Background: an optimization exercise with open tools, aiming at small area. Do not read the settings as production practice.
At most, simulation tests tie the RTL to the original design; equivalence was not proved.
No activity file was given, so power comes from the tool's default toggle rates.

==> module ping_pong, before the edit <==
module ping_pong(up1,up2,down1,down2,start,rst,clkin,ledr,ledc,clkout,outs,en);
input up1,up2,down1,down2,start;
input rst;
input clkin;
output clkout;
output [6:0] outs;
output [3:0] en;
output [7:0] ledr, ledc;
reg [3:0] dcnt;
reg [2:0] col;           
reg       clkout;        
reg [5:0] gcnt;          
wire dstep   = dcnt[3] & dcnt[0];           
wire started = ~(dcnt[3] & dcnt[1]);        
wire gwrap   = gcnt[5] & gcnt[4] & gcnt[0];   
wire g0      = (gcnt == 6'd0);
wire orise   = dstep & ~clkout & gwrap;     
wire grise   = dstep &  clkout & g0;        
wire gfall   = dstep & ~clkout & g0;        
always @(posedge clkin) begin
    if (rst) begin
        dcnt    <= 4'd11;
        col     <= 3'd7;
        clkout  <= 1'b0;
        gcnt    <= 6'd49;
    end else begin
        dcnt    <= dstep ? 4'd0 : dcnt + 4'd1;
        if (dstep) begin
            col <= col + 3'd1;
            if (gwrap) begin
                gcnt   <= 6'd0;
                clkout <= ~clkout;
            end else
                gcnt <= gcnt + 6'd1;
        end
    end
end
reg smv, sdn;
always @(posedge clkin)
    if (orise) begin
        smv <= start & (up1 ^ down1);
        sdn <= start & (down1 | ~up1);
    end
wire s_st = smv | sdn;
wire s_u1 = smv & ~sdn;
wire s_d1 = smv &  sdn;
reg [2:0] p1, p2;    
reg [2:0] bx, by;    
reg       vx;        
reg [1:0] vy;        
reg [3:0] score1, score2;
reg       resetb;    
always @(posedge clkin) begin
    if (rst)
        p2 <= 3'd1;
    else if (orise & start & (up2 ^ down2)) begin
        if (down2 & (p2 != 3'd6)) p2 <= p2 + 3'd1;
        if (up2 & (p2 != 3'd1)) p2 <= p2 - 3'd1;
    end
end
always @(posedge clkin) begin
    if (rst) begin
        p1 <= 3'd1;
        bx <= 3'd4; by <= 3'd4;
    end else if (grise & s_st) begin
        if (s_d1 & (p1 != 3'd6)) p1 <= p1 + 3'd1;
        if (s_u1 & (p1 != 3'd1)) p1 <= p1 - 3'd1;
        if (!resetb) begin
            bx <= vx ? bx - 3'd1 : bx + 3'd1;
            if (!vy[1]) by <= vy[0] ? by - 3'd1 : by + 3'd1;
        end else begin
            bx <= 3'd3; by <= 3'd3;
        end
    end
end
wire edge_row = (by == 3'd0) | (by == 3'd7);
wire [2:0] ps   = bx[2] ? p2 : p1;         
wire [2:0] dy   = by - ps;
wire hit0 = (dy == 3'd0) & ~edge_row;
wire hitp = (dy == 3'd1) & ~edge_row;
wire hitm = (dy == 3'd7) & ~edge_row;
wire side = (bx == 3'd6) | (bx == 3'd1);
always @(posedge clkin) begin
    if (rst) begin
        vx <= 1'b1;
        vy <= 2'd2;
        score1 <= 4'd0;
        score2 <= 4'd0;
        resetb <= 1'b0;
    end else if (gfall) begin
        if (side) begin
            if (hit0) vy <= 2'd2;
            else if (hitp) vy <= 2'd0;
            else if (hitm) vy <= 2'd1;
            vx <= bx[2] ^ ~(hit0 | hitp | hitm);
        end
        if (!resetb) begin
            if (bx == 3'd7) begin
                score1 <= score1 + 4'd1; vx <= 1'b1; resetb <= 1'b1;
            end else if (bx == 3'd0) begin
                score2 <= score2 + 4'd1; vx <= 1'b0; resetb <= 1'b1;
            end
        end else
            resetb <= 1'b0;
        if (by == 3'd0) vy <= 2'd0;
        if (by == 3'd7) vy <= 2'd1;
    end
end
wire [3:0] sc = col[0] ? score2 : score1;
reg  [6:0] seg;
always @(*) begin
    case (sc)
    4'd0: seg = 7'b0000001;
    4'd1: seg = 7'b1001111;
    4'd2: seg = 7'b0010010;
    4'd3: seg = 7'b0000110;
    4'd4: seg = 7'b1001100;
    4'd5: seg = 7'b0100100;
    4'd6: seg = 7'b0100000;
    4'd7: seg = 7'b0001111;
    4'd8: seg = 7'b0000000;
    default: seg = 7'b0000100;
    endcase
end
assign outs = started ? seg : 7'b1111111;
assign en   = started ? (col[0] ? 4'b1110 : 4'b0111) : 4'b1111;
assign ledc = started ? (8'b10000000 >> col) : 8'b00000000;
wire [2:0] pd    = col[0] ? p2 : p1;     
wire [7:0] prow  = (8'b00000111 << (pd - 3'd1));
wire [7:0] ball  = (bx == col) ? (8'b00000001 << by) : 8'b00000000;
wire [7:0] lit   = ball | (((col == 3'd0) | (col == 3'd7)) ? prow : 8'b0);
assign ledr = started ? ~lit : 8'b11111111;
endmodule
clock: 8.0 ns
lec_check: 0
cap_margin: 20
core_margin: 2
core_utilization: 40
slew_margin: 20
standard.sh (not shown) runs the stock make flow with config.mk's settings and CLKGATE_MAP_FILE= SYNTH_SCRIPT=/design/flow/synth_recipe.tcl, a recipe that flattens the netlist after the stock synthesis.
==> flow/flow/run.sh <==
#!/bin/bash
# Layout flow: the standard synthesis, then the combinational logic of the
# synthesized netlist is re-mapped by ABC for area (flip-flops are kept as the
# standard synthesis made them, same instances, names and cells), then the
# standard ORFS flow from floorplan to finish. Each tool logs to its own file.
set -euo pipefail
R=orfs/results/sky130hd/ping_pong/base
L=orfs/logs/sky130hd/ping_pong/base

bash standard.sh synth > log_1_standard_synth.txt 2>&1
cp $R/1_2_yosys.v synth_standard.v

# same dont-use list that the standard synthesis gave ABC
DONTUSE=$(grep -m1 -oE '^abc .*' $L/1_2_yosys.log | grep -oE -- '-dont_use [^ ]+' | tr '\n' ' ')
LIB=$FLOW_HOME/platforms/sky130hd/lib/sky130_fd_sc_hd__tt_025C_1v80.lib
ABCSCRIPT=$(cat flow/abc_script.txt)
cat > reabc.ys <<EOS
read_liberty -ignore_miss_func $LIB
read_verilog synth_standard.v
hierarchy -top $FLOW_TOP
setattr -mod -set blackbox 1 sky130_fd_sc_hd__df* sky130_fd_sc_hd__edf* sky130_fd_sc_hd__sdf* sky130_fd_sc_hd__dl* sky130_fd_sc_hd__conb_1
flatten
opt -purge
abc -liberty $LIB $DONTUSE -script $ABCSCRIPT
opt_clean -purge
hilomap -singleton -hicell sky130_fd_sc_hd__conb_1 HI -locell sky130_fd_sc_hd__conb_1 LO
splitnets
opt_clean -purge
tee -o reabc_stat.txt stat -liberty $LIB
write_verilog -noattr -nohex -nodec synth_reabc.v
EOS
yosys -l log_2_reabc_yosys.txt -q -s reabc.ys > /dev/null 2>&1

# equivalence of the re-mapped netlist with the standard one (flip-flops as black boxes)
cat > equiv.ys <<EOS
read_liberty -ignore_miss_func $LIB
read_verilog synth_standard.v
rename $FLOW_TOP gold
read_verilog synth_reabc.v
rename $FLOW_TOP gate
flatten gold gate
opt_clean
equiv_make gold gate equiv
hierarchy -top equiv
equiv_simple -undef
equiv_induct -undef
equiv_status -assert
EOS
yosys -l log_3_equiv_yosys.txt -q -s equiv.ys > /dev/null 2>&1

cp synth_reabc.v $R/1_2_yosys.v
touch $R/1_2_yosys.v
# extra ORFS settings for the layout (array EXTRA)
source flow/settings.sh
bash standard.sh finish "${EXTRA[@]}" > log_4_standard_finish.txt 2>&1
==> flow/flow/abc_script.txt <==
+strash;&get,-n;&deepsyn,-T,30;&put;dch,-f;amap
==> flow/flow/settings.sh <==
EXTRA=(
  "BUFFER_PORTS_ARGS=-buffer_cell sky130_fd_sc_hd__buf_1"
  "CTS_ARGS=-sink_clustering_enable -repair_clock_nets -dont_use_dummy_load -buf_list sky130_fd_sc_hd__clkbuf_8 -sink_clustering_size 50 -sink_clustering_max_diameter 300"
)
Next try:
--- a/flow/design.v
+++ b/flow/design.v
@@ -9,28 +9,25 @@
 reg [3:0] dcnt;
 reg [2:0] col;           
-reg       clkout;        
-reg [5:0] gcnt;          
+reg [4:0] h;             
 wire dstep   = dcnt[3] & dcnt[0];           
 wire started = ~(dcnt[3] & dcnt[1]);        
-wire gwrap   = gcnt[5] & gcnt[4] & gcnt[0];   
-wire g0      = (gcnt == 6'd0);
-wire orise   = dstep & ~clkout & gwrap;     
-wire grise   = dstep &  clkout & g0;        
-wire gfall   = dstep & ~clkout & g0;        
+wire c3      = col[1] & col[0];
+wire hwrap   = h[4] & h[3];                 
+wire h0      = (h == 5'd0);
+wire h12     = h[3] & h[2] & ~h[1] & ~h[0];
+wire orise   = dstep & hwrap & c3;                     
+wire grise   = dstep & h0 & ~col[1] & ~col[0];         
+wire gfall   = dstep & h12 & col[1] & ~col[0];         
+assign clkout = ~h[4] & (~(h[3] & h[2]) | (~h[1] & ~h[0] & ~col[1]));    
 always @(posedge clkin) begin
     if (rst) begin
         dcnt    <= 4'd11;
         col     <= 3'd7;
-        clkout  <= 1'b0;
-        gcnt    <= 6'd49;
+        h       <= 5'd24;
     end else begin
         dcnt    <= dstep ? 4'd0 : dcnt + 4'd1;
         if (dstep) begin
             col <= col + 3'd1;
-            if (gwrap) begin
-                gcnt   <= 6'd0;
-                clkout <= ~clkout;
-            end else
-                gcnt <= gcnt + 6'd1;
+            if (c3) h <= hwrap ? 5'd0 : h + 5'd1;
         end
     end
@@ -55,6 +52,6 @@
         p2 <= 3'd1;
     else if (orise & start & (up2 ^ down2)) begin
-        if (down2 & (p2 != 3'd6)) p2 <= p2 + 3'd1;
-        if (up2 & (p2 != 3'd1)) p2 <= p2 - 3'd1;
+        if (down2 & ~(p2[2] & p2[1])) p2 <= p2 + 3'd1;
+        if (up2 & (p2[2] | p2[1])) p2 <= p2 - 3'd1;
     end
 end
@@ -64,6 +61,6 @@
         bx <= 3'd4; by <= 3'd4;
     end else if (grise & s_st) begin
-        if (s_d1 & (p1 != 3'd6)) p1 <= p1 + 3'd1;
-        if (s_u1 & (p1 != 3'd1)) p1 <= p1 - 3'd1;
+        if (s_d1 & ~(p1[2] & p1[1])) p1 <= p1 + 3'd1;
+        if (s_u1 & (p1[2] | p1[1])) p1 <= p1 - 3'd1;
         if (!resetb) begin
             bx <= vx ? bx - 3'd1 : bx + 3'd1;
@@ -127,5 +124,13 @@
 assign ledc = started ? (8'b10000000 >> col) : 8'b00000000;
 wire [2:0] pd    = col[0] ? p2 : p1;     
-wire [7:0] prow  = (8'b00000111 << (pd - 3'd1));
+wire [7:0] prow;
+assign prow[0] = ~pd[2] & ~pd[1];
+assign prow[1] = ~pd[2] & ~(pd[1] & pd[0]);
+assign prow[2] = ~pd[2];
+assign prow[3] = (pd == 3'd2) | (pd == 3'd3) | (pd == 3'd4);
+assign prow[4] = (pd == 3'd3) | (pd == 3'd4) | (pd == 3'd5);
+assign prow[5] = pd[2];
+assign prow[6] = pd[2] & (pd[1] | pd[0]);
+assign prow[7] = pd[2] & pd[1];
 wire [7:0] ball  = (bx == col) ? (8'b00000001 << by) : 8'b00000000;
 wire [7:0] lit   = ball | (((col == 3'd0) | (col == 3'd7)) ? prow : 8'b0);
The new run finished with timing, DRC and antenna clean; first-iteration DRC count grows by 19%; non-clock buffer count grows by 1; total power hardly moves; final area is lower by about 3.5%; die area came out lower by about 4%; clock skew is about the same; synthesized cell count drops by about 6%; setup slack degrades by 23 ps; via count came out lower by 2.7%; sequential power falls by about 4%; global-route usage came out lower by 0.35 points; routed wire length decreases by about 7%; hold slack gets worse by 18 ps; cell count decreases by about 4.5%.
No functional check of the RTL was part of the first run of this note.

## static timing again, ports no longer ideal
In the flow no input, the clock included, has a driving cell. The finished layouts below were timed again as built, in two steps.
Step 1 sets driving cells, clkbuf_16 on the clock port and buf_2 on the other inputs (assumed; they add their load-dependent delay and slew).
Step 2 adds t to the input delays and takes it off the output delays; t is the mean of the earliest and latest rising clock arrival at the registers after step 1. Input paths then give back, and output paths get back, about the clock's delay inside the block.
a / b / c = no drivers / after step 1 / after step 2; a / b = the first two.
| run | t, ns | slack for setup (ns) | pins driven straight from the clock port |
|---|---|---|---|
| the first run | 0.308 | 3.572 / 3.544 / 3.853 | 1 |
| the second run | 0.307 | 3.549 / 3.521 / 3.829 | 1 |
After both steps setup and hold are still met in every run listed.
